This design comes from an exercise in tuning for small area on the open sky130 flow, not from production work.
RTL that was checked went through simulation tests only; none was proved equivalent to the original.
Only the layout flow was run in run 2; the RTL was not checked for function there.

==> flow/design.v (outline; a module is shown in full before it is edited, if it fits) <==
// module iir_inv: 3 lines
// module iir_fa: 4 lines
// module iir_sec1: 358 lines
// module iir_sec2: 336 lines
// module iir_sec3: 352 lines
// module iir_top: 35 lines
module iir_top
    (
        output signed [8:0] o_sample,
        input  signed [8:0] i_sample,
        input               i_reset,
        input               clock
    );
  // ...
==> flow/run.sh <==
#!/bin/bash
# synth_recipe.tcl (not shown) runs the flow's synth.tcl, then flattens the netlist and writes it again
# the make line also repeats each setting of config.mk as NAME=value (left out here)
make -C /OpenROAD-flow-scripts/flow DESIGN_CONFIG=/design/flow/config.mk WORK_HOME=/design/flow/orfs CLKGATE_MAP_FILE= SYNTH_SCRIPT=/design/flow/synth_recipe.tcl finish
==> flow/config.mk <==
export PLATFORM = sky130hd
export DESIGN_NAME = iir_top
export DESIGN_NICKNAME = iir_top
export VERILOG_FILES = /design/flow/design.v
export SDC_FILE = /design/flow/constraint.sdc
export NUM_CORES = 4
export LEC_CHECK = 0
export CAP_MARGIN = 20
export CORE_MARGIN = 2
export CORE_UTILIZATION = 65
export CTS_BUF_LIST = sky130_fd_sc_hd__clkbuf_8
export SLEW_MARGIN = 20
export SYNTH_HIERARCHICAL = 1
export SYNTH_MINIMUM_KEEP_SIZE = 0
==> flow/constraint.sdc <==
create_clock -name core_clock -period 45.0 [get_ports {clock}]
set_input_delay 9.0000 -clock core_clock [delete_from_list [all_inputs] [get_ports {clock}]]
set_output_delay 9.0000 -clock core_clock [all_outputs]
set_load 0.01 [all_outputs]
==> results by group, run 1 <==
Outcome
  • Outcome: no timing/DRC/antenna violations

Cells and area
  • Fraction of area in multi-input gates: 74.8%
  • Most frequent cells in the layout: fa_1, inv_1, dfxtp_1
  • Comb_multi_in: 1071
  • Share of layout cells above drive strength 1: 3.36%
  • Design Area, Final: 21500 um2

Global routing
  • Largest net degree at the start of global routing: 56
  • Met2 Use GR: about half
  • Vias in the first global route: 13200

STA
  • RSZ-0062 raised after global routing: no
  • Minimum clock period: 43580 ps
  • Slew Viols, Final: 0

Synthesis
  • Main synth FF type: dfxtp_1
  • Syn Area/Cell: 13.3 um2
  • Synth Instances: 1548
  • Top-area cell type share of the netlist area: 63.9%

Worst setup path
  • Worst setup endpoint: o_sample[0]
  • CP startpoint: i_sample[0]
  • Endpoint class of the critical path: output pin
  • R2R Path End: yc1[22]$_DFF_P_
  • Path type of the worst setup path: input port to output pin
  • Crit path DAT: 34580 ps

Hold path
  • Hold path depth: 1
  • Worst Hold Path EP: x2[0]$_DFF_P_
==> module iir_top, before the edit <==
module iir_top
    (
        output signed [8:0] o_sample,
        input  signed [8:0] i_sample,
        input               i_reset,
        input               clock
    );
    reg  [8:0]  x1n, x2;
    reg  [23:0] ya1, ya2;
    wire [23:0] ya0;
    reg  [22:0] yb1, yb2;
    wire [22:0] yb0;
    reg  [22:0] yc1, yc2;
    wire [22:0] yc0;
    wire [8:0]  oa, ob, oa1, oa2, ob1, ob2;
    assign oa1 = (~ya1[23] & (ya1[21] | ya1[22])) ? 9'h0FF : {ya1[21], ya1[20], ya1[19], ya1[18], ya1[17], ya1[16], ya1[15], ya1[14], ya1[13]};
    assign oa2 = (~~ya2[23] & (~ya2[21] | ~ya2[22])) ? 9'h0FF : {~ya2[21], ~ya2[20], ~ya2[19], ~ya2[18], ~ya2[17], ~ya2[16], ~ya2[15], ~ya2[14], ~ya2[13]};
    assign ob1 = (~yb1[22] & (~yb1[21])) ? 9'h0FF : {~yb1[21], ~yb1[20], ~yb1[19], yb1[18], ~yb1[17], ~yb1[16], ~yb1[15], ~yb1[14], ~yb1[13]};
    assign ob2 = (~~yb2[22] & (yb2[21])) ? 9'h0FF : {yb2[21], yb2[20], yb2[19], ~yb2[18], yb2[17], yb2[16], yb2[15], yb2[14], yb2[13]};
    iir_sec1 u_sec1 (.x0(i_sample), .x1(x1n), .x2(x2), .y1(ya1), .y2(ya2), .y0(ya0), .o(oa));
    iir_sec2 u_sec2 (.x0(oa), .x1(oa1), .x2(oa2), .y1(yb1), .y2(yb2), .y0(yb0), .o(ob));
    iir_sec3 u_sec3 (.x0(ob), .x1(ob1), .x2(ob2), .y1(yc1), .y2(yc2), .y0(yc0), .o(o_sample));
    wire rstn;
    iir_inv u_rstn (.a(i_reset), .y(rstn));
    always @(posedge clock) begin
        x1n <= ~({9{rstn}} & i_sample);
        x2  <= ~({9{i_reset}} | x1n);
        ya1 <= (24'b000000000000000000000000 & ~({24{rstn}} & ~(ya0 ^ 24'b011100110011011110111101))) | (~24'b000000000000000000000000 & ~({24{i_reset}} | ~(ya0 ^ 24'b011100110011011110111101)));
        ya2 <= (24'b111111111111111111111111 & ~({24{rstn}} & ya1)) | (~24'b111111111111111111111111 & ~({24{i_reset}} | ya1));
        yb1 <= (23'b01110111111111111111101 & ~({23{rstn}} & ~(yb0 ^ 23'b00111100011111111111111))) | (~23'b01110111111111111111101 & ~({23{i_reset}} | ~(yb0 ^ 23'b00111100011111111111111)));
        yb2 <= (23'b10001000000000000000010 & ~({23{rstn}} & yb1)) | (~23'b10001000000000000000010 & ~({23{i_reset}} | yb1));
        yc1 <= (23'b11111111111111110101001 & ~({23{rstn}} & ~(yc0 ^ 23'b10111111111111110011101))) | (~23'b11111111111111110101001 & ~({23{i_reset}} | ~(yc0 ^ 23'b10111111111111110011101)));
        yc2 <= (23'b00000000000000001010110 & ~({23{rstn}} & yc1)) | (~23'b00000000000000001010110 & ~({23{i_reset}} | yc1));
    end
endmodule
==> run 2, diff against run 1 <==
--- a/flow/design.v
+++ b/flow/design.v
@@ -396,313 +396,323 @@
     wire n337, n338, n339, n340, n341, n342, n343, n344, n345, n346, n347, n348, n349, n350, n351, n352;
     wire n353, n354, n355, n356, n357, n358, n359, n360, n361, n362, n363, n364, n365, n366, n367, n368;
     wire n369, n370, n371, n372, n373, n374, n375, n376, n377, n378, n379, n380, n381, n382, n383, n384;
     wire n385, n386, n387, n388, n389, n390, n391, n392, n393, n394, n395, n396, n397, n398, n399, n400;
     wire n401, n402, n403, n404, n405, n406, n407, n408, n409, n410, n411, n412, n413, n414, n415, n416;
     wire n417, n418, n419, n420, n421, n422, n423, n424, n425, n426, n427, n428, n429, n430, n431, n432;
     wire n433, n434, n435, n436, n437, n438, n439, n440, n441, n442, n443, n444, n445, n446, n447, n448;
     wire n449, n450, n451, n452, n453, n454, n455, n456, n457, n458, n459, n460, n461, n462, n463, n464;
-    wire n465, n466, n467, n468, n469, n470, n471, n472, n473, n474, n475, n476, n477, n478, n480, n482;
-    wire n484, n486, n488, n490, n492, n494, n496, n498, n500, n502, n504, n506, n508, n510, n512, n514;
-    wire n516, n518, n520, n522;
+    wire n465, n466, n467, n468, n469, n470, n471, n472, n473, n474, n475, n476, n477, n478, n479, n480;
+    wire n482, n484, n486, n488, n490, n492, n494, n496, n498, n500, n502, n504, n506, n508, n510, n512;
+    wire n514, n516, n518, n520, n522, n524;
     assign n1 = x1[7] ^ x2[8];
     assign n2 = x1[7] | ~x2[8];
     assign n3 = x1[0] ^ x2[1];
     assign n4 = x1[0] & x2[1];
     iir_fa un6 (.a(x1[1]), .b(x2[2]), .c(n4), .s(n5), .co(n6));
     iir_fa un8 (.a(x1[2]), .b(x2[3]), .c(n6), .s(n7), .co(n8));
     iir_fa un10 (.a(x1[3]), .b(x2[4]), .c(n8), .s(n9), .co(n10));
     iir_fa un12 (.a(x1[4]), .b(x2[5]), .c(n10), .s(n11), .co(n12));
     iir_fa un14 (.a(x1[5]), .b(x2[6]), .c(n12), .s(n13), .co(n14));
     iir_fa un16 (.a(x1[6]), .b(x2[7]), .c(n14), .s(n15), .co(n16));
     assign n17 = n1 ^ n16;
     assign n18 = n1 & n16;
     iir_fa un20 (.a(~x1[8]), .b(n2), .c(n18), .s(n19), .co(n20));
     assign n21 = y1[21] ^ y1[22];
     assign n22 = y1[21] & y1[22];
     assign n23 = y1[0] ^ y1[1];
-    assign n24 = ~y1[0] & y1[1];
-    iir_fa un26 (.a(y1[1]), .b(~y1[2]), .c(n24), .s(n25), .co(n26));
-    iir_fa un28 (.a(y1[2]), .b(y1[3]), .c(~n26), .s(n27), .co(n28));
+    assign n24 = y1[0] | y1[1];
+    iir_fa un26 (.a(y1[1]), .b(y1[2]), .c(n24), .s(n25), .co(n26));
+    iir_fa un28 (.a(y1[2]), .b(y1[3]), .c(n26), .s(n27), .co(n28));
     iir_fa un30 (.a(y1[3]), .b(y1[4]), .c(n28), .s(n29), .co(n30));
     iir_fa un32 (.a(y1[4]), .b(y1[5]), .c(n30), .s(n31), .co(n32));
     iir_fa un34 (.a(y1[5]), .b(y1[6]), .c(n32), .s(n33), .co(n34));
     iir_fa un36 (.a(y1[6]), .b(y1[7]), .c(n34), .s(n35), .co(n36));
     iir_fa un38 (.a(y1[7]), .b(y1[8]), .c(n36), .s(n37), .co(n38));
     iir_fa un40 (.a(y1[8]), .b(y1[9]), .c(n38), .s(n39), .co(n40));
     iir_fa un42 (.a(y1[9]), .b(y1[10]), .c(n40), .s(n41), .co(n42));
     iir_fa un44 (.a(y1[10]), .b(y1[11]), .c(n42), .s(n43), .co(n44));
     iir_fa un46 (.a(y1[11]), .b(y1[12]), .c(n44), .s(n45), .co(n46));
     iir_fa un48 (.a(y1[12]), .b(y1[13]), .c(n46), .s(n47), .co(n48));
     iir_fa un50 (.a(y1[13]), .b(y1[14]), .c(n48), .s(n49), .co(n50));
     iir_fa un52 (.a(y1[14]), .b(y1[15]), .c(n50), .s(n51), .co(n52));
     iir_fa un54 (.a(y1[15]), .b(y1[16]), .c(n52), .s(n53), .co(n54));
     iir_fa un56 (.a(y1[16]), .b(y1[17]), .c(n54), .s(n55), .co(n56));
-    iir_fa un58 (.a(y1[17]), .b(~y1[18]), .c(n56), .s(n57), .co(n58));
-    iir_fa un60 (.a(~y1[18]), .b(y1[19]), .c(n58), .s(n59), .co(n60));
+    iir_fa un58 (.a(y1[17]), .b(y1[18]), .c(n56), .s(n57), .co(n58));
+    iir_fa un60 (.a(y1[18]), .b(y1[19]), .c(n58), .s(n59), .co(n60));
     iir_fa un62 (.a(y1[19]), .b(y1[20]), .c(n60), .s(n61), .co(n62));
     iir_fa un64 (.a(y1[20]), .b(y1[21]), .c(n62), .s(n63), .co(n64));
     assign n65 = n21 ^ n64;
     assign n66 = n21 | n64;
     iir_fa un68 (.a(y1[22]), .b(n22), .c(n66), .s(n67), .co(n68));
     assign n69 = y2[20] ^ y2[22];
     assign n70 = y2[20] | y2[22];
     assign n71 = y2[21] ^ n70;
     assign n72 = y2[21] | n70;
     assign n73 = y2[0] ^ y2[2];
     assign n74 = y2[0] & y2[2];
-    iir_fa un76 (.a(~y2[1]), .b(y2[3]), .c(n74), .s(n75), .co(n76));
+    iir_fa un76 (.a(y2[1]), .b(y2[3]), .c(n74), .s(n75), .co(n76));
     iir_fa un78 (.a(y2[2]), .b(y2[4]), .c(n76), .s(n77), .co(n78));
     iir_fa un80 (.a(y2[3]), .b(y2[5]), .c(n78), .s(n79), .co(n80));
     iir_fa un82 (.a(y2[4]), .b(y2[6]), .c(n80), .s(n81), .co(n82));
     iir_fa un84 (.a(y2[5]), .b(y2[7]), .c(n82), .s(n83), .co(n84));
     iir_fa un86 (.a(y2[6]), .b(y2[8]), .c(n84), .s(n85), .co(n86));
     iir_fa un88 (.a(y2[7]), .b(y2[9]), .c(n86), .s(n87), .co(n88));
     iir_fa un90 (.a(y2[8]), .b(y2[10]), .c(n88), .s(n89), .co(n90));
     iir_fa un92 (.a(y2[9]), .b(y2[11]), .c(n90), .s(n91), .co(n92));
     iir_fa un94 (.a(y2[10]), .b(y2[12]), .c(n92), .s(n93), .co(n94));
     iir_fa un96 (.a(y2[11]), .b(y2[13]), .c(n94), .s(n95), .co(n96));
     iir_fa un98 (.a(y2[12]), .b(y2[14]), .c(n96), .s(n97), .co(n98));
     iir_fa un100 (.a(y2[13]), .b(y2[15]), .c(n98), .s(n99), .co(n100));
     iir_fa un102 (.a(y2[14]), .b(y2[16]), .c(n100), .s(n101), .co(n102));
     iir_fa un104 (.a(y2[15]), .b(y2[17]), .c(n102), .s(n103), .co(n104));
-    iir_fa un106 (.a(y2[16]), .b(~y2[18]), .c(n104), .s(n105), .co(n106));
+    iir_fa un106 (.a(y2[16]), .b(y2[18]), .c(n104), .s(n105), .co(n106));
     iir_fa un108 (.a(y2[17]), .b(y2[19]), .c(n106), .s(n107), .co(n108));
-    iir_fa un110 (.a(~y2[18]), .b(y2[20]), .c(n108), .s(n109), .co(n110));
+    iir_fa un110 (.a(y2[18]), .b(y2[20]), .c(n108), .s(n109), .co(n110));
     iir_fa un112 (.a(y2[19]), .b(y2[21]), .c(n110), .s(n111), .co(n112));
     assign n113 = n69 ^ n112;
     assign n114 = ~n69 & n112;
     assign n115 = n71 ^ n114;
     assign n116 = ~n71 & n114;
     iir_fa un118 (.a(y2[22]), .b(n72), .c(n116), .s(n117), .co(n118));
-    iir_fa un120 (.a(~y1[0]), .b(n73), .c(n27), .s(n119), .co(n120));
-    iir_fa un122 (.a(n75), .b(n120), .c(n29), .s(n121), .co(n122));
-    iir_fa un124 (.a(n25), .b(n77), .c(n31), .s(n123), .co(n124));
-    assign n125 = y1[0] ^ n79;
-    assign n126 = y1[0] | n79;
-    iir_fa un128 (.a(n27), .b(n125), .c(~n33), .s(n127), .co(n128));
-    iir_fa un130 (.a(n23), .b(n126), .c(n81), .s(n129), .co(n130));
-    iir_fa un132 (.a(~n29), .b(n129), .c(n35), .s(n131), .co(n132));
-    iir_fa un134 (.a(n83), .b(n130), .c(n37), .s(n133), .co(n134));
-    iir_fa un136 (.a(n25), .b(n31), .c(~n132), .s(n135), .co(n136));
-    iir_fa un138 (.a(y1[0]), .b(n27), .c(n85), .s(n137), .co(n138));
-    iir_fa un140 (.a(n137), .b(n39), .c(n134), .s(n139), .co(n140));
-    iir_fa un142 (.a(y2[0]), .b(n33), .c(n136), .s(n141), .co(n142));
-    iir_fa un144 (.a(y2[1]), .b(n23), .c(n29), .s(n143), .co(n144));
-    iir_fa un146 (.a(n143), .b(n87), .c(n138), .s(n145), .co(n146));
-    iir_fa un148 (.a(n145), .b(n41), .c(n140), .s(n147), .co(n148));
-    assign n149 = n35 ^ n142;
-    assign n150 = n35 & n142;
-    iir_fa un152 (.a(n73), .b(n25), .c(n37), .s(n151), .co(n152));
-    iir_fa un154 (.a(n31), .b(n144), .c(n89), .s(n153), .co(n154));
-    iir_fa un156 (.a(n146), .b(n153), .c(n43), .s(n155), .co(n156));
-    iir_fa un158 (.a(n151), .b(n150), .c(~n148), .s(n157), .co(n158));
-    assign n159 = y2[0] ^ n75;
-    assign n160 = y2[0] & n75;
-    iir_fa un162 (.a(n159), .b(n39), .c(n152), .s(n161), .co(n162));
-    iir_fa un164 (.a(n27), .b(n33), .c(n91), .s(n163), .co(n164));
-    iir_fa un166 (.a(n154), .b(n163), .c(n45), .s(n165), .co(n166));
-    iir_fa un168 (.a(n161), .b(~n156), .c(n158), .s(n167), .co(n168));
-    iir_fa un170 (.a(y2[1]), .b(n29), .c(n35), .s(n169), .co(n170));
-    iir_fa un172 (.a(n160), .b(n77), .c(n41), .s(n171), .co(n172));
-    iir_fa un174 (.a(n169), .b(n93), .c(n164), .s(n173), .co(n174));
-    iir_fa un176 (.a(n173), .b(n47), .c(n166), .s(n175), .co(n176));
-    iir_fa un178 (.a(n162), .b(n171), .c(n168), .s(n177), .co(n178));
-    iir_fa un180 (.a(y1[0]), .b(y2[2]), .c(n79), .s(n179), .co(n180));
-    iir_fa un182 (.a(n31), .b(n37), .c(n170), .s(n181), .co(n182));
-    iir_fa un184 (.a(n179), .b(n172), .c(n43), .s(n183), .co(n184));
-    iir_fa un186 (.a(n181), .b(n95), .c(n174), .s(n185), .co(n186));
-    iir_fa un188 (.a(n185), .b(n49), .c(n176), .s(n187), .co(n188));
-    iir_fa un190 (.a(n183), .b(n178), .c(~n187), .s(n189), .co(n190));
-    iir_fa un192 (.a(y2[3]), .b(n81), .c(n180), .s(n191), .co(n192));
-    iir_fa un194 (.a(y1[1]), .b(n33), .c(n39), .s(n193), .co(n194));
-    iir_fa un196 (.a(n191), .b(n45), .c(n184), .s(n195), .co(n196));
-    iir_fa un198 (.a(n182), .b(n193), .c(n97), .s(n197), .co(n198));
-    iir_fa un200 (.a(n186), .b(n197), .c(n51), .s(n199), .co(n200));
-    iir_fa un202 (.a(~n195), .b(n188), .c(n199), .s(n201), .co(n202));
-    iir_fa un204 (.a(y1[2]), .b(y2[4]), .c(n83), .s(n203), .co(n204));
-    iir_fa un206 (.a(x2[0]), .b(n35), .c(n41), .s(n205), .co(n206));
-    iir_fa un208 (.a(n192), .b(n203), .c(n47), .s(n207), .co(n208));
-    iir_fa un210 (.a(n194), .b(n205), .c(n99), .s(n209), .co(n210));
-    iir_fa un212 (.a(n198), .b(n209), .c(n53), .s(n211), .co(n212));
-    iir_fa un214 (.a(n200), .b(n202), .c(n211), .s(n213), .co(n214));
-    iir_fa un216 (.a(n196), .b(n207), .c(~n213), .s(n215), .co(n216));
-    iir_fa un218 (.a(y1[3]), .b(y2[5]), .c(n85), .s(n217), .co(n218));
-    iir_fa un220 (.a(n3), .b(n37), .c(n206), .s(n219), .co(n220));
-    iir_fa un222 (.a(n204), .b(n217), .c(n49), .s(n221), .co(n222));
-    iir_fa un224 (.a(n43), .b(n219), .c(n101), .s(n223), .co(n224));
-    iir_fa un226 (.a(n210), .b(n223), .c(n55), .s(n225), .co(n226));
-    iir_fa un228 (.a(n212), .b(n214), .c(n225), .s(n227), .co(n228));
-    iir_fa un230 (.a(n208), .b(n221), .c(n216), .s(n229), .co(n230));
-    iir_fa un232 (.a(y1[4]), .b(y2[6]), .c(n87), .s(n231), .co(n232));
-    iir_fa un234 (.a(x2[0]), .b(n5), .c(n39), .s(n233), .co(n234));
-    iir_fa un236 (.a(n233), .b(n220), .c(n45), .s(n235), .co(n236));
-    iir_fa un238 (.a(n218), .b(n231), .c(n51), .s(n237), .co(n238));
-    iir_fa un240 (.a(n235), .b(n103), .c(n224), .s(n239), .co(n240));
-    iir_fa un242 (.a(n239), .b(n57), .c(n226), .s(n241), .co(n242));
-    iir_fa un244 (.a(n222), .b(n237), .c(n230), .s(n243), .co(n244));
-    iir_fa un246 (.a(n228), .b(n241), .c(~n243), .s(n245), .co(n246));
-    iir_fa un248 (.a(y1[5]), .b(y2[7]), .c(n89), .s(n247), .co(n248));
-    iir_fa un250 (.a(n3), .b(n7), .c(n41), .s(n249), .co(n250));
-    iir_fa un252 (.a(n234), .b(n249), .c(n47), .s(n251), .co(n252));
-    iir_fa un254 (.a(n232), .b(n247), .c(n53), .s(n253), .co(n254));
-    iir_fa un256 (.a(n236), .b(n251), .c(n105), .s(n255), .co(n256));
-    iir_fa un258 (.a(n240), .b(n255), .c(n59), .s(n257), .co(n258));
-    iir_fa un260 (.a(n238), .b(n253), .c(n244), .s(n259), .co(n260));
-    iir_fa un262 (.a(n242), .b(n257), .c(n246), .s(n261), .co(n262));
-    iir_fa un264 (.a(y1[6]), .b(y2[8]), .c(n91), .s(n263), .co(n264));
-    iir_fa un266 (.a(n5), .b(n9), .c(n250), .s(n265), .co(n266));
-    iir_fa un268 (.a(n43), .b(n265), .c(n49), .s(n267), .co(n268));
-    iir_fa un270 (.a(n248), .b(n263), .c(n55), .s(n269), .co(n270));
-    iir_fa un272 (.a(n252), .b(n267), .c(n107), .s(n271), .co(n272));
-    iir_fa un274 (.a(n256), .b(n271), .c(n61), .s(n273), .co(n274));
-    iir_fa un276 (.a(n254), .b(n269), .c(n260), .s(n275), .co(n276));
-    iir_fa un278 (.a(n258), .b(n273), .c(n262), .s(n277), .co(n278));
-    iir_fa un280 (.a(y1[7]), .b(y2[9]), .c(n93), .s(n279), .co(n280));
-    iir_fa un282 (.a(n7), .b(n11), .c(n266), .s(n281), .co(n282));
-    iir_fa un284 (.a(n45), .b(n281), .c(n51), .s(n283), .co(n284));
-    iir_fa un286 (.a(n264), .b(n279), .c(n57), .s(n285), .co(n286));
-    iir_fa un288 (.a(n268), .b(n283), .c(n109), .s(n287), .co(n288));
-    iir_fa un290 (.a(n272), .b(n287), .c(n63), .s(n289), .co(n290));
-    iir_fa un292 (.a(n270), .b(n285), .c(n276), .s(n291), .co(n292));
-    iir_fa un294 (.a(n274), .b(n289), .c(n278), .s(n293), .co(n294));
-    iir_fa un296 (.a(y1[8]), .b(y2[10]), .c(n95), .s(n295), .co(n296));
-    iir_fa un298 (.a(n9), .b(n13), .c(n282), .s(n297), .co(n298));
-    iir_fa un300 (.a(n47), .b(n297), .c(n53), .s(n299), .co(n300));
-    iir_fa un302 (.a(n280), .b(n295), .c(n59), .s(n301), .co(n302));
-    iir_fa un304 (.a(n284), .b(n299), .c(n111), .s(n303), .co(n304));
-    iir_fa un306 (.a(n286), .b(n301), .c(n65), .s(n305), .co(n306));
-    iir_fa un308 (.a(n288), .b(n303), .c(n290), .s(n307), .co(n308));
-    iir_fa un310 (.a(n305), .b(~n307), .c(n292), .s(n309), .co(n310));
-    assign n311 = y1[9] ^ y2[11];
-    assign n312 = y1[9] & y2[11];
-    iir_fa un314 (.a(n311), .b(n97), .c(n296), .s(n313), .co(n314));
-    iir_fa un316 (.a(n11), .b(n15), .c(n298), .s(n315), .co(n316));
-    iir_fa un318 (.a(n49), .b(n315), .c(n55), .s(n317), .co(n318));
-    iir_fa un320 (.a(n313), .b(n61), .c(n302), .s(n319), .co(n320));
-    iir_fa un322 (.a(n300), .b(n317), .c(n304), .s(n321), .co(n322));
-    iir_fa un324 (.a(n113), .b(n319), .c(n306), .s(n323), .co(n324));
-    iir_fa un326 (.a(n67), .b(n323), .c(n310), .s(n325), .co(n326));
-    iir_fa un328 (.a(n321), .b(n308), .c(~n325), .s(n327), .co(n328));
-    iir_fa un330 (.a(y1[10]), .b(y2[12]), .c(n312), .s(n329), .co(n330));
-    iir_fa un332 (.a(n329), .b(n99), .c(n314), .s(n331), .co(n332));
-    iir_fa un334 (.a(n13), .b(n17), .c(n316), .s(n333), .co(n334));
-    iir_fa un336 (.a(n51), .b(n333), .c(n57), .s(n335), .co(n336));
-    iir_fa un338 (.a(n331), .b(n115), .c(n63), .s(n337), .co(n338));
-    iir_fa un340 (.a(n318), .b(n335), .c(n322), .s(n339), .co(n340));
-    iir_fa un342 (.a(n320), .b(n337), .c(n324), .s(n341), .co(n342));
-    iir_fa un344 (.a(~n339), .b(n341), .c(n326), .s(n343), .co(n344));
-    iir_fa un346 (.a(y1[11]), .b(y2[13]), .c(n330), .s(n345), .co(n346));
-    iir_fa un348 (.a(n345), .b(n101), .c(n332), .s(n347), .co(n348));
-    iir_fa un350 (.a(n15), .b(n19), .c(n334), .s(n349), .co(n350));
-    iir_fa un352 (.a(n53), .b(n349), .c(n59), .s(n351), .co(n352));
-    iir_fa un354 (.a(n336), .b(n351), .c(n65), .s(n353), .co(n354));
-    iir_fa un356 (.a(n347), .b(n117), .c(n338), .s(n355), .co(n356));
-    iir_fa un358 (.a(n355), .b(n342), .c(n344), .s(n357), .co(n358));
-    iir_fa un360 (.a(n353), .b(n340), .c(~n357), .s(n359), .co(n360));
-    iir_fa un362 (.a(y1[12]), .b(y2[14]), .c(n346), .s(n361), .co(n362));
-    iir_fa un364 (.a(n361), .b(n103), .c(n348), .s(n363), .co(n364));
-    iir_fa un366 (.a(n17), .b(n20), .c(n350), .s(n365), .co(n366));
-    iir_fa un368 (.a(n55), .b(n365), .c(n61), .s(n367), .co(n368));
-    iir_fa un370 (.a(n352), .b(n367), .c(n354), .s(n369), .co(n370));
-    iir_fa un372 (.a(n363), .b(n356), .c(n358), .s(n371), .co(n372));
-    iir_fa un374 (.a(n67), .b(n369), .c(n360), .s(n373), .co(n374));
-    iir_fa un376 (.a(y1[13]), .b(y2[15]), .c(n362), .s(n375), .co(n376));
-    iir_fa un378 (.a(n375), .b(n105), .c(n364), .s(n377), .co(n378));
-    iir_fa un380 (.a(n19), .b(n366), .c(n57), .s(n379), .co(n380));
-    iir_fa un382 (.a(n379), .b(n63), .c(n368), .s(n381), .co(n382));
-    iir_fa un384 (.a(n381), .b(n370), .c(n374), .s(n383), .co(n384));
-    iir_fa un386 (.a(n377), .b(n372), .c(~n383), .s(n385), .co(n386));
-    iir_fa un388 (.a(y1[14]), .b(y2[16]), .c(n376), .s(n387), .co(n388));
-    iir_fa un390 (.a(n387), .b(n107), .c(n378), .s(n389), .co(n390));
-    iir_fa un392 (.a(n20), .b(n59), .c(n380), .s(n391), .co(n392));
-    iir_fa un394 (.a(n391), .b(n382), .c(n384), .s(n393), .co(n394));
-    iir_fa un396 (.a(n389), .b(n65), .c(n386), .s(n395), .co(n396));
-    iir_fa un398 (.a(y1[15]), .b(y2[17]), .c(n388), .s(n397), .co(n398));
-    iir_fa un400 (.a(n397), .b(n109), .c(n390), .s(n399), .co(n400));
-    iir_fa un402 (.a(n61), .b(n392), .c(n394), .s(n401), .co(n402));
-    iir_fa un404 (.a(n399), .b(n67), .c(n396), .s(n403), .co(n404));
-    assign n405 = y1[16] ^ n398;
-    assign n406 = y1[16] & n398;
-    iir_fa un408 (.a(n405), .b(n111), .c(n400), .s(n407), .co(n408));
-    iir_fa un410 (.a(y2[18]), .b(n63), .c(n402), .s(n409), .co(n410));
-    iir_fa un412 (.a(n407), .b(~n409), .c(n404), .s(n411), .co(n412));
-    assign n413 = y1[17] ^ y2[19];
-    assign n414 = y1[17] & y2[19];
-    iir_fa un416 (.a(n413), .b(n406), .c(n408), .s(n415), .co(n416));
-    iir_fa un418 (.a(n65), .b(n415), .c(n412), .s(n417), .co(n418));
-    iir_fa un420 (.a(n113), .b(n410), .c(~n417), .s(n419), .co(n420));
-    iir_fa un422 (.a(y2[20]), .b(n414), .c(n416), .s(n421), .co(n422));
-    iir_fa un424 (.a(n67), .b(n421), .c(n418), .s(n423), .co(n424));
-    iir_fa un426 (.a(y1[18]), .b(n115), .c(n420), .s(n425), .co(n426));
-    iir_fa un428 (.a(y1[19]), .b(y2[21]), .c(n422), .s(n427), .co(n428));
-    iir_fa un430 (.a(~n117), .b(n427), .c(n424), .s(n429), .co(n430));
-    iir_fa un432 (.a(y1[20]), .b(y2[22]), .c(n428), .s(n431), .co(n432));
-    assign n433 = y1[21] ^ n432;
-    assign n434 = y1[21] & n432;
-    iir_fa un436 (.a(n227), .b(~n229), .c(x0[1]), .s(n435), .co(n436));
-    iir_fa un438 (.a(n245), .b(x0[2]), .c(x0[0]), .s(n437), .co(n438));
-    iir_fa un440 (.a(n261), .b(x0[3]), .c(x0[1]), .s(n439), .co(n440));
-    iir_fa un442 (.a(n277), .b(x0[4]), .c(x0[2]), .s(n441), .co(n442));
-    iir_fa un444 (.a(n293), .b(x0[5]), .c(x0[3]), .s(n443), .co(n444));
-    iir_fa un446 (.a(n294), .b(x0[6]), .c(x0[4]), .s(n445), .co(n446));
-    iir_fa un448 (.a(n327), .b(x0[7]), .c(x0[5]), .s(n447), .co(n448));
-    iir_fa un450 (.a(n343), .b(~n328), .c(x0[8]), .s(n449), .co(n450));
-    iir_fa un452 (.a(n371), .b(~n373), .c(x0[8]), .s(n451), .co(n452));
-    iir_fa un454 (.a(~n259), .b(n438), .c(n439), .s(n453), .co(n454));
-    iir_fa un456 (.a(~n275), .b(n440), .c(n441), .s(n455), .co(n456));
-    iir_fa un458 (.a(~n291), .b(n442), .c(n443), .s(n457), .co(n458));
-    iir_fa un460 (.a(~n309), .b(n444), .c(n445), .s(n459), .co(n460));
-    iir_fa un462 (.a(x0[6]), .b(n448), .c(~n449), .s(n461), .co(n462));
-    iir_fa un464 (.a(n359), .b(x0[7]), .c(~n450), .s(n463), .co(n464));
-    iir_fa un466 (.a(n446), .b(n447), .c(n460), .s(n465), .co(n466));
-    assign n467 = (n23 & y2[0]) | (y1[0] & (n23 | y2[0]));
-    assign n468 = (n25 & y2[1]) | (~n467 & (n25 | y2[1]));
-    assign n469 = n119 & ~n468;
-    assign n470 = (~n23 & n121) | (n469 & (~n23 | n121));
-    assign n471 = (n122 & n123) | (n470 & (n122 | n123));
-    assign n472 = (n124 & ~n127) | (n471 & (n124 | ~n127));
-    assign n473 = (~n128 & n131) | (n472 & (~n128 | n131));
-    assign n474 = (n133 & ~n135) | (n473 & (n133 | ~n135));
-    assign n475 = (n139 & ~n141) | (n474 & (n139 | ~n141));
-    assign n476 = (n147 & ~n149) | (n475 & (n147 | ~n149));
-    assign n477 = (n155 & ~n157) | (n476 & (n155 | ~n157));
-    assign n478 = (n165 & ~n167) | (n477 & (n165 | ~n167));
-    iir_fa un480 (.a(n175), .b(~n177), .c(n478), .s(y0[0]), .co(n480));
-    assign y0[1] = n189 ^ n480;
-    assign n482 = ~n189 & n480;
-    iir_fa un484 (.a(~n190), .b(n201), .c(n482), .s(y0[2]), .co(n484));
-    iir_fa un486 (.a(~n215), .b(x0[0]), .c(n484), .s(y0[3]), .co(n486));
-    assign y0[4] = n435 ^ n486;
-    assign n488 = n435 & n486;
-    iir_fa un490 (.a(n436), .b(n437), .c(n488), .s(y0[5]), .co(n490));
-    assign y0[6] = n453 ^ n490;
-    assign n492 = n453 & n490;
-    iir_fa un494 (.a(n454), .b(n455), .c(n492), .s(y0[7]), .co(n494));
-    iir_fa un496 (.a(n456), .b(n457), .c(n494), .s(y0[8]), .co(n496));
-    iir_fa un498 (.a(n458), .b(n459), .c(n496), .s(y0[9]), .co(n498));
-    assign y0[10] = n465 ^ n498;
-    assign n500 = n465 & n498;
-    iir_fa un502 (.a(n466), .b(n461), .c(n500), .s(y0[11]), .co(n502));
-    iir_fa un504 (.a(n462), .b(n463), .c(n502), .s(y0[12]), .co(n504));
-    iir_fa un506 (.a(n464), .b(~n451), .c(n504), .s(y0[13]), .co(n506));
-    iir_fa un508 (.a(n452), .b(n385), .c(~n506), .s(y0[14]), .co(n508));
-    iir_fa un510 (.a(~n393), .b(n395), .c(n508), .s(y0[15]), .co(n510));
-    iir_fa un512 (.a(~n401), .b(n403), .c(n510), .s(y0[16]), .co(n512));
-    assign y0[17] = n411 ^ n512;
-    assign n514 = n411 | n512;
-    assign y0[18] = n419 ^ n514;
-    assign n516 = n419 & ~n514;
-    iir_fa un518 (.a(~n423), .b(n425), .c(n516), .s(y0[19]), .co(n518));
-    iir_fa un520 (.a(n426), .b(~n429), .c(n518), .s(y0[20]), .co(n520));
-    iir_fa un522 (.a(n430), .b(n431), .c(~n520), .s(y0[21]), .co(n522));
-    assign y0[22] = n433 ^ n522;
+    assign n119 = n17 ^ x0[8];
+    assign n120 = n17 | ~x0[8];
+    assign n121 = n19 ^ n120;
+    assign n122 = n19 | n120;
+    assign n123 = x2[0] ^ x0[0];
+    assign n124 = x2[0] & x0[0];
+    iir_fa un126 (.a(n3), .b(x0[1]), .c(n124), .s(n125), .co(n126));
+    iir_fa un128 (.a(n5), .b(x0[2]), .c(n126), .s(n127), .co(n128));
+    iir_fa un130 (.a(n7), .b(x0[3]), .c(n128), .s(n129), .co(n130));
+    iir_fa un132 (.a(n9), .b(x0[4]), .c(n130), .s(n131), .co(n132));
+    iir_fa un134 (.a(n11), .b(x0[5]), .c(n132), .s(n133), .co(n134));
+    iir_fa un136 (.a(n13), .b(x0[6]), .c(n134), .s(n135), .co(n136));
+    iir_fa un138 (.a(n15), .b(x0[7]), .c(n136), .s(n137), .co(n138));
+    assign n139 = n119 ^ n138;
+    assign n140 = n119 & n138;
+    assign n141 = n121 ^ n140;
+    assign n142 = ~n121 & n140;
+    iir_fa un144 (.a(n20), .b(n122), .c(n142), .s(n143), .co(n144));
+    iir_fa un146 (.a(~y1[0]), .b(n73), .c(n27), .s(n145), .co(n146));
+    iir_fa un148 (.a(n23), .b(n75), .c(n146), .s(n147), .co(n148));
+    iir_fa un150 (.a(n77), .b(n148), .c(n31), .s(n149), .co(n150));
+    assign n151 = y1[0] ^ n79;
+    assign n152 = y1[0] | n79;
+    iir_fa un154 (.a(n27), .b(n151), .c(~n33), .s(n153), .co(n154));
+    iir_fa un156 (.a(n152), .b(n81), .c(n35), .s(n155), .co(n156));
+    iir_fa un158 (.a(n23), .b(n29), .c(n154), .s(n157), .co(n158));
+    iir_fa un160 (.a(n25), .b(n83), .c(n37), .s(n159), .co(n160));
+    iir_fa un162 (.a(n31), .b(~n156), .c(n158), .s(n161), .co(n162));
+    iir_fa un164 (.a(y1[0]), .b(n27), .c(n85), .s(n163), .co(n164));
+    iir_fa un166 (.a(n163), .b(n39), .c(n160), .s(n165), .co(n166));
+    iir_fa un168 (.a(y2[0]), .b(n33), .c(n162), .s(n167), .co(n168));
+    assign n169 = y2[1] ^ n23;
+    assign n170 = y2[1] & n23;
+    iir_fa un172 (.a(n29), .b(n87), .c(n164), .s(n171), .co(n172));
+    iir_fa un174 (.a(n171), .b(n41), .c(n166), .s(n173), .co(n174));
+    iir_fa un176 (.a(n169), .b(n35), .c(n168), .s(n175), .co(n176));
+    iir_fa un178 (.a(n73), .b(n170), .c(n37), .s(n177), .co(n178));
+    iir_fa un180 (.a(n25), .b(n31), .c(n89), .s(n179), .co(n180));
+    iir_fa un182 (.a(n172), .b(n179), .c(n43), .s(n181), .co(n182));
+    iir_fa un184 (.a(n177), .b(~n174), .c(n176), .s(n183), .co(n184));
+    assign n185 = y2[0] ^ n75;
+    assign n186 = y2[0] & n75;
+    iir_fa un188 (.a(n185), .b(n39), .c(n178), .s(n187), .co(n188));
+    iir_fa un190 (.a(n27), .b(n33), .c(n91), .s(n189), .co(n190));
+    iir_fa un192 (.a(n180), .b(n189), .c(n45), .s(n191), .co(n192));
+    iir_fa un194 (.a(n187), .b(~n182), .c(n184), .s(n193), .co(n194));
+    iir_fa un196 (.a(y2[1]), .b(n186), .c(n77), .s(n195), .co(n196));
+    iir_fa un198 (.a(n195), .b(n41), .c(n188), .s(n197), .co(n198));
+    iir_fa un200 (.a(n29), .b(n35), .c(n93), .s(n199), .co(n200));
+    iir_fa un202 (.a(n190), .b(n199), .c(n47), .s(n201), .co(n202));
+    iir_fa un204 (.a(n197), .b(~n192), .c(n194), .s(n203), .co(n204));
+    iir_fa un206 (.a(y1[0]), .b(y2[2]), .c(n196), .s(n205), .co(n206));
+    iir_fa un208 (.a(n79), .b(n205), .c(n43), .s(n207), .co(n208));
+    iir_fa un210 (.a(n31), .b(n37), .c(n95), .s(n209), .co(n210));
+    iir_fa un212 (.a(n200), .b(n209), .c(n49), .s(n211), .co(n212));
+    iir_fa un214 (.a(n198), .b(n207), .c(n204), .s(n213), .co(n214));
+    iir_fa un216 (.a(n202), .b(n211), .c(~n213), .s(n215), .co(n216));
+    iir_fa un218 (.a(y1[1]), .b(y2[3]), .c(n206), .s(n217), .co(n218));
+    iir_fa un220 (.a(n81), .b(n217), .c(n45), .s(n219), .co(n220));
+    iir_fa un222 (.a(n33), .b(n39), .c(n97), .s(n221), .co(n222));
+    iir_fa un224 (.a(n210), .b(n221), .c(n51), .s(n223), .co(n224));
+    iir_fa un226 (.a(n208), .b(n219), .c(n214), .s(n225), .co(n226));
+    iir_fa un228 (.a(n212), .b(n223), .c(n216), .s(n227), .co(n228));
+    iir_fa un230 (.a(y1[2]), .b(y2[4]), .c(n218), .s(n229), .co(n230));
+    iir_fa un232 (.a(n83), .b(n229), .c(n47), .s(n231), .co(n232));
+    iir_fa un234 (.a(n35), .b(n41), .c(n99), .s(n233), .co(n234));
+    iir_fa un236 (.a(n222), .b(n233), .c(n53), .s(n235), .co(n236));
+    iir_fa un238 (.a(n220), .b(n231), .c(n226), .s(n237), .co(n238));
+    iir_fa un240 (.a(n224), .b(n235), .c(n228), .s(n239), .co(n240));
+    iir_fa un242 (.a(y1[3]), .b(y2[5]), .c(n230), .s(n241), .co(n242));
+    iir_fa un244 (.a(n85), .b(n241), .c(n49), .s(n243), .co(n244));
+    iir_fa un246 (.a(n37), .b(n43), .c(n101), .s(n245), .co(n246));
+    iir_fa un248 (.a(n234), .b(n245), .c(n55), .s(n247), .co(n248));
+    iir_fa un250 (.a(n232), .b(n243), .c(n238), .s(n249), .co(n250));
+    iir_fa un252 (.a(n236), .b(n247), .c(n240), .s(n251), .co(n252));
+    iir_fa un254 (.a(y1[4]), .b(y2[6]), .c(n242), .s(n253), .co(n254));
+    iir_fa un256 (.a(n87), .b(n253), .c(n51), .s(n255), .co(n256));
+    iir_fa un258 (.a(n39), .b(n45), .c(n103), .s(n257), .co(n258));
+    iir_fa un260 (.a(n246), .b(n257), .c(n57), .s(n259), .co(n260));
+    iir_fa un262 (.a(n244), .b(n255), .c(n250), .s(n261), .co(n262));
+    iir_fa un264 (.a(n248), .b(n259), .c(n252), .s(n263), .co(n264));
+    iir_fa un266 (.a(y1[5]), .b(y2[7]), .c(n254), .s(n265), .co(n266));
+    iir_fa un268 (.a(n89), .b(n265), .c(n53), .s(n267), .co(n268));
+    iir_fa un270 (.a(n41), .b(n47), .c(n105), .s(n269), .co(n270));
+    iir_fa un272 (.a(n258), .b(n269), .c(n59), .s(n271), .co(n272));
+    iir_fa un274 (.a(n256), .b(n267), .c(n262), .s(n273), .co(n274));
+    iir_fa un276 (.a(n260), .b(n271), .c(n264), .s(n275), .co(n276));
+    iir_fa un278 (.a(y1[6]), .b(y2[8]), .c(n91), .s(n277), .co(n278));
+    iir_fa un280 (.a(n266), .b(n277), .c(n55), .s(n279), .co(n280));
+    iir_fa un282 (.a(n43), .b(n49), .c(n107), .s(n281), .co(n282));
+    iir_fa un284 (.a(n270), .b(n281), .c(n61), .s(n283), .co(n284));
+    iir_fa un286 (.a(n268), .b(n279), .c(n274), .s(n285), .co(n286));
+    iir_fa un288 (.a(n272), .b(n283), .c(n276), .s(n287), .co(n288));
+    iir_fa un290 (.a(y1[7]), .b(y2[9]), .c(n93), .s(n289), .co(n290));
+    iir_fa un292 (.a(n278), .b(n289), .c(n57), .s(n291), .co(n292));
+    iir_fa un294 (.a(n45), .b(n51), .c(n109), .s(n293), .co(n294));
+    iir_fa un296 (.a(n282), .b(n293), .c(n63), .s(n295), .co(n296));
+    iir_fa un298 (.a(n280), .b(n291), .c(n286), .s(n297), .co(n298));
+    iir_fa un300 (.a(n284), .b(n295), .c(n288), .s(n299), .co(n300));
+    iir_fa un302 (.a(y1[8]), .b(y2[10]), .c(n95), .s(n301), .co(n302));
+    iir_fa un304 (.a(n290), .b(n301), .c(n59), .s(n303), .co(n304));
+    iir_fa un306 (.a(n47), .b(n53), .c(n111), .s(n305), .co(n306));
+    iir_fa un308 (.a(n292), .b(n303), .c(n65), .s(n307), .co(n308));
+    iir_fa un310 (.a(n294), .b(n305), .c(n296), .s(n309), .co(n310));
+    iir_fa un312 (.a(n298), .b(n307), .c(~n309), .s(n311), .co(n312));
+    assign n313 = y1[9] ^ y2[11];
+    assign n314 = y1[9] & y2[11];
+    iir_fa un316 (.a(n313), .b(n97), .c(n302), .s(n315), .co(n316));
+    iir_fa un318 (.a(n315), .b(n61), .c(n304), .s(n317), .co(n318));
+    iir_fa un320 (.a(n49), .b(n55), .c(n306), .s(n319), .co(n320));
+    iir_fa un322 (.a(n113), .b(n317), .c(n308), .s(n321), .co(n322));
+    iir_fa un324 (.a(n67), .b(n321), .c(n312), .s(n323), .co(n324));
+    iir_fa un326 (.a(n319), .b(n310), .c(~n323), .s(n325), .co(n326));
+    assign n327 = y1[10] ^ y2[12];
+    assign n328 = y1[10] & y2[12];
+    iir_fa un330 (.a(n314), .b(n327), .c(n99), .s(n329), .co(n330));
+    iir_fa un332 (.a(n316), .b(n329), .c(n63), .s(n331), .co(n332));
+    iir_fa un334 (.a(n51), .b(n57), .c(n320), .s(n333), .co(n334));
+    iir_fa un336 (.a(n115), .b(n318), .c(n331), .s(n335), .co(n336));
+    iir_fa un338 (.a(n335), .b(n322), .c(n324), .s(n337), .co(n338));
+    iir_fa un340 (.a(n333), .b(~n337), .c(n326), .s(n339), .co(n340));
+    iir_fa un342 (.a(y1[11]), .b(y2[13]), .c(n328), .s(n341), .co(n342));
+    iir_fa un344 (.a(n341), .b(n101), .c(n330), .s(n343), .co(n344));
+    iir_fa un346 (.a(n53), .b(n59), .c(n65), .s(n345), .co(n346));
+    iir_fa un348 (.a(n343), .b(n332), .c(n117), .s(n347), .co(n348));
+    iir_fa un350 (.a(n336), .b(n347), .c(n338), .s(n349), .co(n350));
+    iir_fa un352 (.a(n345), .b(n334), .c(n340), .s(n351), .co(n352));
+    iir_fa un354 (.a(y1[12]), .b(y2[14]), .c(n342), .s(n353), .co(n354));
+    iir_fa un356 (.a(n353), .b(n103), .c(n344), .s(n355), .co(n356));
+    iir_fa un358 (.a(n55), .b(n61), .c(n346), .s(n357), .co(n358));
+    iir_fa un360 (.a(n355), .b(n348), .c(n350), .s(n359), .co(n360));
+    iir_fa un362 (.a(n67), .b(n357), .c(n352), .s(n361), .co(n362));
+    iir_fa un364 (.a(y1[13]), .b(y2[15]), .c(n354), .s(n363), .co(n364));
+    iir_fa un366 (.a(n363), .b(n105), .c(n356), .s(n365), .co(n366));
+    iir_fa un368 (.a(n57), .b(n63), .c(n358), .s(n367), .co(n368));
+    iir_fa un370 (.a(n365), .b(~n367), .c(n360), .s(n369), .co(n370));
+    assign n371 = y1[14] ^ y2[16];
+    assign n372 = y1[14] & y2[16];
+    iir_fa un374 (.a(n371), .b(n364), .c(n107), .s(n373), .co(n374));
+    iir_fa un376 (.a(n366), .b(n373), .c(n65), .s(n375), .co(n376));
+    iir_fa un378 (.a(n59), .b(~n375), .c(n368), .s(n377), .co(n378));
+    assign n379 = y1[15] ^ y2[17];
+    assign n380 = y1[15] & y2[17];
+    iir_fa un382 (.a(n372), .b(n379), .c(n109), .s(n381), .co(n382));
+    iir_fa un384 (.a(n374), .b(n381), .c(n376), .s(n383), .co(n384));
+    iir_fa un386 (.a(~n61), .b(n67), .c(n383), .s(n385), .co(n386));
+    iir_fa un388 (.a(y1[16]), .b(y2[18]), .c(n380), .s(n387), .co(n388));
+    iir_fa un390 (.a(n387), .b(n111), .c(n382), .s(n389), .co(n390));
+    iir_fa un392 (.a(n389), .b(n384), .c(n386), .s(n391), .co(n392));
+    assign n393 = y1[17] ^ y2[19];
+    assign n394 = y1[17] & y2[19];
+    iir_fa un396 (.a(n393), .b(n388), .c(n390), .s(n395), .co(n396));
+    iir_fa un398 (.a(n65), .b(n395), .c(n392), .s(n397), .co(n398));
+    iir_fa un400 (.a(y1[18]), .b(y2[20]), .c(n394), .s(n399), .co(n400));
+    iir_fa un402 (.a(n399), .b(n396), .c(n67), .s(n401), .co(n402));
+    iir_fa un404 (.a(~n115), .b(n401), .c(n398), .s(n403), .co(n404));
+    iir_fa un406 (.a(y1[19]), .b(y2[21]), .c(n400), .s(n405), .co(n406));
+    iir_fa un408 (.a(n405), .b(n402), .c(n404), .s(n407), .co(n408));
+    iir_fa un410 (.a(y1[20]), .b(y2[22]), .c(n406), .s(n409), .co(n410));
+    assign n411 = y1[21] ^ n410;
+    assign n412 = y1[21] & n410;
+    iir_fa un414 (.a(~n237), .b(n239), .c(n123), .s(n413), .co(n414));
+    iir_fa un416 (.a(~n249), .b(n251), .c(n125), .s(n415), .co(n416));
+    iir_fa un418 (.a(n263), .b(n123), .c(n127), .s(n417), .co(n418));
+    iir_fa un420 (.a(n275), .b(n125), .c(n129), .s(n419), .co(n420));
+    iir_fa un422 (.a(n287), .b(n127), .c(n131), .s(n421), .co(n422));
+    iir_fa un424 (.a(n299), .b(n129), .c(n133), .s(n423), .co(n424));
+    iir_fa un426 (.a(n300), .b(n131), .c(n135), .s(n425), .co(n426));
+    iir_fa un428 (.a(n325), .b(n133), .c(n137), .s(n427), .co(n428));
+    iir_fa un430 (.a(n339), .b(n135), .c(n139), .s(n429), .co(n430));
+    iir_fa un432 (.a(~n349), .b(n351), .c(n137), .s(n431), .co(n432));
+    iir_fa un434 (.a(n361), .b(n139), .c(n143), .s(n433), .co(n434));
+    iir_fa un436 (.a(n369), .b(~n362), .c(n141), .s(n435), .co(n436));
+    iir_fa un438 (.a(n377), .b(~n370), .c(n143), .s(n437), .co(n438));
+    iir_fa un440 (.a(~n385), .b(n378), .c(n144), .s(n439), .co(n440));
+    iir_fa un442 (.a(~n261), .b(n416), .c(n417), .s(n441), .co(n442));
+    iir_fa un444 (.a(~n273), .b(n418), .c(n419), .s(n443), .co(n444));
+    iir_fa un446 (.a(~n285), .b(n420), .c(n421), .s(n445), .co(n446));
+    iir_fa un448 (.a(~n297), .b(n422), .c(n423), .s(n447), .co(n448));
+    iir_fa un450 (.a(~n311), .b(n424), .c(n425), .s(n449), .co(n450));
+    iir_fa un452 (.a(~n141), .b(n431), .c(n430), .s(n451), .co(n452));
+    iir_fa un454 (.a(~n359), .b(n432), .c(n433), .s(n453), .co(n454));
+    iir_fa un456 (.a(n144), .b(~n435), .c(n434), .s(n455), .co(n456));
+    iir_fa un458 (.a(n63), .b(~n391), .c(n440), .s(n457), .co(n458));
+    iir_fa un460 (.a(n426), .b(n450), .c(n427), .s(n459), .co(n460));
+    iir_fa un462 (.a(~n436), .b(n437), .c(n456), .s(n461), .co(n462));
+    iir_fa un464 (.a(n113), .b(~n397), .c(n458), .s(n463), .co(n464));
+    iir_fa un466 (.a(n428), .b(n429), .c(n460), .s(n465), .co(n466));
+    iir_fa un468 (.a(n438), .b(n439), .c(n462), .s(n467), .co(n468));
+    assign n469 = (~n23 & y2[0]) | (y1[0] & (~n23 | y2[0]));
+    assign n470 = (n25 & y2[1]) | (n469 & (n25 | y2[1]));
+    assign n471 = n145 & n470;
+    assign n472 = (n29 & n147) | (n471 & (n29 | n147));
+    assign n473 = (~n25 & n149) | (n472 & (~n25 | n149));
+    assign n474 = (n150 & ~n153) | (n473 & (n150 | ~n153));
+    assign n475 = (n155 & ~n157) | (n474 & (n155 | ~n157));
+    assign n476 = (n159 & ~n161) | (n475 & (n159 | ~n161));
+    assign n477 = (n165 & ~n167) | (n476 & (n165 | ~n167));
+    assign n478 = (n173 & ~n175) | (n477 & (n173 | ~n175));
+    assign n479 = (n181 & ~n183) | (n478 & (n181 | ~n183));
+    assign n480 = (n191 & ~n193) | (n479 & (n191 | ~n193));
+    iir_fa un482 (.a(n201), .b(~n203), .c(n480), .s(y0[0]), .co(n482));
+    assign y0[1] = n215 ^ n482;
+    assign n484 = n215 & n482;
+    iir_fa un486 (.a(~n225), .b(n227), .c(n484), .s(y0[2]), .co(n486));
+    assign y0[3] = n413 ^ n486;
+    assign n488 = n413 & n486;
+    iir_fa un490 (.a(n414), .b(n415), .c(n488), .s(y0[4]), .co(n490));
+    assign y0[5] = n441 ^ n490;
+    assign n492 = n441 & n490;
+    iir_fa un494 (.a(n442), .b(n443), .c(n492), .s(y0[6]), .co(n494));
+    iir_fa un496 (.a(n444), .b(n445), .c(n494), .s(y0[7]), .co(n496));
+    iir_fa un498 (.a(n446), .b(n447), .c(n496), .s(y0[8]), .co(n498));
+    iir_fa un500 (.a(n448), .b(n449), .c(n498), .s(y0[9]), .co(n500));
+    assign y0[10] = n459 ^ n500;
+    assign n502 = n459 & n500;
+    assign y0[11] = n465 ^ n502;
+    assign n504 = n465 & n502;
+    iir_fa un506 (.a(n466), .b(n451), .c(n504), .s(y0[12]), .co(n506));
+    iir_fa un508 (.a(n452), .b(n453), .c(n506), .s(y0[13]), .co(n508));
+    iir_fa un510 (.a(n454), .b(n455), .c(n508), .s(y0[14]), .co(n510));
+    assign y0[15] = n461 ^ n510;
+    assign n512 = n461 & n510;
+    assign y0[16] = n467 ^ n512;
+    assign n514 = n467 & n512;
+    iir_fa un516 (.a(n468), .b(n457), .c(n514), .s(y0[17]), .co(n516));
+    assign y0[18] = n463 ^ n516;
+    assign n518 = n463 & n516;
+    iir_fa un520 (.a(n464), .b(~n403), .c(n518), .s(y0[19]), .co(n520));
+    iir_fa un522 (.a(n117), .b(~n407), .c(n520), .s(y0[20]), .co(n522));
+    iir_fa un524 (.a(n408), .b(n409), .c(~n522), .s(y0[21]), .co(n524));
+    assign y0[22] = n411 ^ n524;
     wire sat = (~y0[22] & (~y0[21]));
-    assign o = sat ? 9'h0FF : {~y0[21], y0[20], y0[19], ~y0[18], y0[17], ~y0[16], ~y0[15], ~y0[14], y0[13]};
+    assign o = sat ? 9'h0FF : {~y0[21], y0[20], y0[19], y0[18], y0[17], y0[16], y0[15], y0[14], y0[13]};
 endmodule
 module iir_sec3 (
     input  [8:0]   x0,
     input  [8:0]   x1,
     input  [8:0]   x2,
     input  [22:0]  y1,
     input  [22:0]  y2,
     output [22:0]  y0,
@@ -1063,26 +1073,26 @@
     wire [23:0] ya0;
     reg  [22:0] yb1, yb2;
     wire [22:0] yb0;
     reg  [22:0] yc1, yc2;
     wire [22:0] yc0;
     wire [8:0]  oa, ob, oa1, oa2, ob1, ob2;
     assign oa1 = (~ya1[23] & (ya1[21] | ya1[22])) ? 9'h0FF : {ya1[21], ya1[20], ya1[19], ya1[18], ya1[17], ya1[16], ya1[15], ya1[14], ya1[13]};
     assign oa2 = (~~ya2[23] & (~ya2[21] | ~ya2[22])) ? 9'h0FF : {~ya2[21], ~ya2[20], ~ya2[19], ~ya2[18], ~ya2[17], ~ya2[16], ~ya2[15], ~ya2[14], ~ya2[13]};
-    assign ob1 = (~yb1[22] & (~yb1[21])) ? 9'h0FF : {~yb1[21], ~yb1[20], ~yb1[19], yb1[18], ~yb1[17], ~yb1[16], ~yb1[15], ~yb1[14], ~yb1[13]};
-    assign ob2 = (~~yb2[22] & (yb2[21])) ? 9'h0FF : {yb2[21], yb2[20], yb2[19], ~yb2[18], yb2[17], yb2[16], yb2[15], yb2[14], yb2[13]};
+    assign ob1 = (~yb1[22] & (~yb1[21])) ? 9'h0FF : {~yb1[21], ~yb1[20], ~yb1[19], ~yb1[18], ~yb1[17], ~yb1[16], ~yb1[15], ~yb1[14], ~yb1[13]};
+    assign ob2 = (~~yb2[22] & (yb2[21])) ? 9'h0FF : {yb2[21], yb2[20], yb2[19], yb2[18], yb2[17], yb2[16], yb2[15], yb2[14], yb2[13]};
     iir_sec1 u_sec1 (.x0(i_sample), .x1(x1n), .x2(x2), .y1(ya1), .y2(ya2), .y0(ya0), .o(oa));
     iir_sec2 u_sec2 (.x0(oa), .x1(oa1), .x2(oa2), .y1(yb1), .y2(yb2), .y0(yb0), .o(ob));
     iir_sec3 u_sec3 (.x0(ob), .x1(ob1), .x2(ob2), .y1(yc1), .y2(yc2), .y0(yc0), .o(o_sample));
     wire rstn;
     iir_inv u_rstn (.a(i_reset), .y(rstn));
     always @(posedge clock) begin
         x1n <= ~({9{rstn}} & i_sample);
         x2  <= ~({9{i_reset}} | x1n);
         ya1 <= (24'b000000000000000000000000 & ~({24{rstn}} & ~(ya0 ^ 24'b011100110011011110111101))) | (~24'b000000000000000000000000 & ~({24{i_reset}} | ~(ya0 ^ 24'b011100110011011110111101)));
         ya2 <= (24'b111111111111111111111111 & ~({24{rstn}} & ya1)) | (~24'b111111111111111111111111 & ~({24{i_reset}} | ya1));
-        yb1 <= (23'b01110111111111111111101 & ~({23{rstn}} & ~(yb0 ^ 23'b00111100011111111111111))) | (~23'b01110111111111111111101 & ~({23{i_reset}} | ~(yb0 ^ 23'b00111100011111111111111)));
-        yb2 <= (23'b10001000000000000000010 & ~({23{rstn}} & yb1)) | (~23'b10001000000000000000010 & ~({23{i_reset}} | yb1));
+        yb1 <= (23'b01111111111111111111111 & ~({23{rstn}} & ~(yb0 ^ 23'b00111111111111111111111))) | (~23'b01111111111111111111111 & ~({23{i_reset}} | ~(yb0 ^ 23'b00111111111111111111111)));
+        yb2 <= (23'b10000000000000000000000 & ~({23{rstn}} & yb1)) | (~23'b10000000000000000000000 & ~({23{i_reset}} | yb1));
         yc1 <= (23'b11111111111111110101001 & ~({23{rstn}} & ~(yc0 ^ 23'b10111111111111110011101))) | (~23'b11111111111111110101001 & ~({23{i_reset}} | ~(yc0 ^ 23'b10111111111111110011101)));
         yc2 <= (23'b00000000000000001010110 & ~({23{rstn}} & yc1)) | (~23'b00000000000000001010110 & ~({23{i_reset}} | yc1));
     end
 endmodule
==> run 2 against run 1 <==
Compared with the run above:
- global-route usage is 1.3 points higher
- synthesized cell count decreased by 0.52%
- register-to-register slack got worse by 1200 ps
- setup slack worse by 440 ps
- clock-buffer cell count increased by 2
- final cell count up 0.35%
- via count grew 1.2%
==> results by group, run 2 <==
Cells and area
  • Share of layout cells above drive strength 1: 6.78% (+3.4 points)
  • Area growth from synthesis to layout: 5.49%
  • Most common cell after layout, fill and taps aside: fa_1
  • FF/Latch Area: 3160 um2
  • Regs by FF count: ya1 x24, ya2 x24
  • Nets@finish: 2354
  • Fill cells: about 2300
  • Design Area, Final: 21500 um2 (+0.19%)
  • Most frequent cells in the layout: fa_1, inv_1, dfxtp_1
  • Diode count: 0
  • Multi-input gate area: 16100 um2

Routing
  • Routed len/inst: approximately 22 um
  • Initial DRC count: 554
  • Drc violations: 0
  • DR vias/cell: around 5.4
  • DRT antenna net count: 0
  • First-pass DRT Iterations: 5
  • Vias: roughly 11000
  • Drt total wl: 42.9 mm

Synthesis
  • Area contributors post-synth: fa_1, dfxtp_1, ha_1
  • Distinct cells, synth: 48
  • Main synth FF type: dfxtp_1
  • Commonest cells post-synth: fa_1, inv_1, dfxtp_1
  • Most frequent cell after synthesis: fa_1
  • Top-area cell type share of the netlist area: 63.5% (-0.40 points)
  • Synth Instances: 1540 (-0.52%)
  • Cell area after synthesis: 20400 um2
  • Largest area contributor in the netlist: fa_1
  • Post-synth ARST share: 0%
  • Syn_nets: about 2300
  • FF+latch count, synth: about 160
  • Syn Area/Cell: 13.2 um2 (about the same)
  • Number of synthesized flops with an enable pin: 0
  • Yosys warnings: 7
  • Sequential area share after synthesis: 15.5%

STA
  • Fin Clk Skew: roughly 13 ps
  • WHS: 407 ps
  • Minimum clock period: 44030 ps (+442 ps)
  • Fin Setup TNS: 0 ps
  • Final period util: 97.8%
  • Final Hold Fails: 0
  • Final setup fails: 0
  • Slew HR: between 30% and 40%
  • Max Clk Rate: between 20 and 25 MHz
  • Fin worst setup slack: between 900 and 1000 ps
  • Slew @ Worst Pin: 1000 ps
  • Slew Viols, Final: 0 (unchanged)

CTS
  • Clock transition at path regs: about 90 ps
  • Clock sinks: approximately 160
  • Max clock buf depth: 2
  • H-tree depth: 4
  • TritonCTS clock tree: done
  • Worst-skew pair later-pin latency: 490 ps
  • Inserted Clock Buffers: 17
  • CTS Root Cell: clkbuf_8
  • Post-CTS Hold Fix Bufs: 0

Placement
  • DPL Wire Length: 38.1 mm
  • Post-Place Worst Slack: -471 ps
  • Routability cong.: 0.915
  • PortBufs: 19
  • Area after DPL: approximately 21000 um2

Worst setup path
  • RR Startpoint: ya2[0]$_DFF_P_
  • CP max stage delay: ~550 ps
  • R2R Path End: yc1[21]$_DFF_P_
  • Crit path DAT: 35030 ps (+450 ps)
  • Endpoint class of the critical path: output pin
  • Path type of the worst setup path: input port to output pin
  • CP most frequent cell: fa_1
  • CP startpoint: i_sample[0]
  • Critical Path RT: around 36000 ps
  • CP max stage cell: fa_1
  • Crit start category: input port
  • Max FO, Critical Path: 8
  • Reg2Reg Depth: around 100
  • FF-to-FF setup slack: 11810 ps

Global routing
  • Vias in the first global route: 12800 (-3.4%)
  • Initial antenna violation count: 0
  • Global-route usage over all layers: 30.1%
  • Grt total ovfl: 0
  • Largest net degree at the start of global routing: 80 (+43%)
  • First-pass GRT wire length: 72.4 mm

Hold path
  • Worst hold start: x1n[6]$_DFF_P_
  • Worst Hold Path EP: x2[6]$_DFF_P_
  • Min-delay worst type: register to register
  • Hold path depth: 1 (unchanged)

Die
  • Num ports: 20
  • Die width: 181 um
  • Num rows: 64
  • Die Ht: 181 um
  • Full die area: 32800 um2
  • Initial Util: between 60 and 70%
  • Core Region: about 30000 um2

Outcome
  • Outcome: no timing/DRC/antenna violations

Flow run
  • # Max-Cap Violations: 0
run 2: changes by cell type after synthesis, sizes merged, moves of 3 or more:
| cell | before | now |
|---|---|---|
| nor2b | 20 | 25 |
| a22oi | 4 | 1 |
| or2 | 1 | 9 |
| nand2b | 44 | 36 |
| ha | 107 | 116 |
| inv | 299 | 292 |
| fa | 655 | 647 |
run 2: modules after synthesis (local to each module, per instance):
module | area (um2) | flip-flops and latches | copies in the design
iir_top | 4160 | 158 | 1
iir_sec1 | 1250 | 0 | 1
iir_sec3 | 1150 | 0 | 1
iir_sec2 | 883 | 0 | 1
iir_fa | 20.0 | 0 | 647
iir_inv | 3.75 | 0 | 1
run 2: repair_timing:
action | in CTS | in global routing
setup endpoints to repair | 9 | 9
buffers inserted | 2 | 5
pin swaps | 3 | 12
gates resized for setup | 14 | 29
run 2: worst max-delay path: cells and delay by family:
kind	cells	cell delay (ps)
AO/OA/AOI/OAI	1	140
XOR/XNOR	3	480
buffers and inverters	10	1250
AND/OR/NAND/NOR	5	650
adder cells (fa/ha/maj)	74	23450
run 2: area by class of cell:
class                   instances  area share [%]
multi-input cells            1069            74.7
flip-flops and latches        158            14.7
inverters                     293            5.12
well taps                     396            2.30
repair buffers                 41            1.58
clock buffers                  19            1.22
clock inverters                12           0.401
run 2: metal layers:
metal	share of wire (%)	wire [um]	global-route usage [%]
met1	41	17800	42.9
met3	5.4	2310	5.87
met5	0	0	0
met2	51	22000	49.2
met4	1.9	808	7.02
run 2: worst max path at each step:
stage,depth (start not counted),slack (ps),to
floorplan,90,1430,o_sample[0]
global placement,93,160,o_sample[1]
finish,93,970,o_sample[6]
CTS,93,10,o_sample[6]
detailed placement,93,-470,o_sample[6]
global route,93,-20,o_sample[2]
run 2: metrics by stage:
| stage | cells | util (%) |
|---|---|---|
| 5_1_grt | 1988 | 70.0 |
| 3_5_place_dp | 1950 | 68.4 |
| 2_1_floorplan | 1540 | - |
| 3_3_place_gp | 1950 | 68.4 |
| 6_report | 1988 | 70.0 |
| 4_1_cts | 1983 | 69.6 |
run 2: cells by family after synthesis:
logic type,share of synthesized area [%]
adder cells (fa/ha/maj),71.0
buffers and inverters,6.14
AND/OR/NAND/NOR,5.74
flip-flops,15.5
AO/OA/AOI/OAI,1.31
XOR/XNOR,0.258
multiplexers,0.0491

separate check: timing with driven ports:
How much do the figures lean on ideal ports? The routed layouts below were timed once more, with nothing changed but the port constraints. Step 1 assumes that a clkbuf_16 drives the clock port and a buf_2 every other input. Step 2 adds t to the input delays and takes it off the output delays; t is the mean of the earliest and latest rising clock arrival at the registers after step 1. Input paths then give back, and output paths get back, about the clock's delay inside the block. Slacks: ideal / step 1 / step 2; pairs: ideal / step 1.
run	t, ns	setup slack, ns	worst slew at a driven data input, ns
run 1	0.528	1.415 / 1.393 / 1.393	0.04
run 2	0.533	0.973 / 0.952 / 0.952	0.07
After both steps every run listed still meets setup and hold. The setup slack of run 1, which loses most, moves by -0.022 ns with the drivers and by -0.022 ns with both steps.
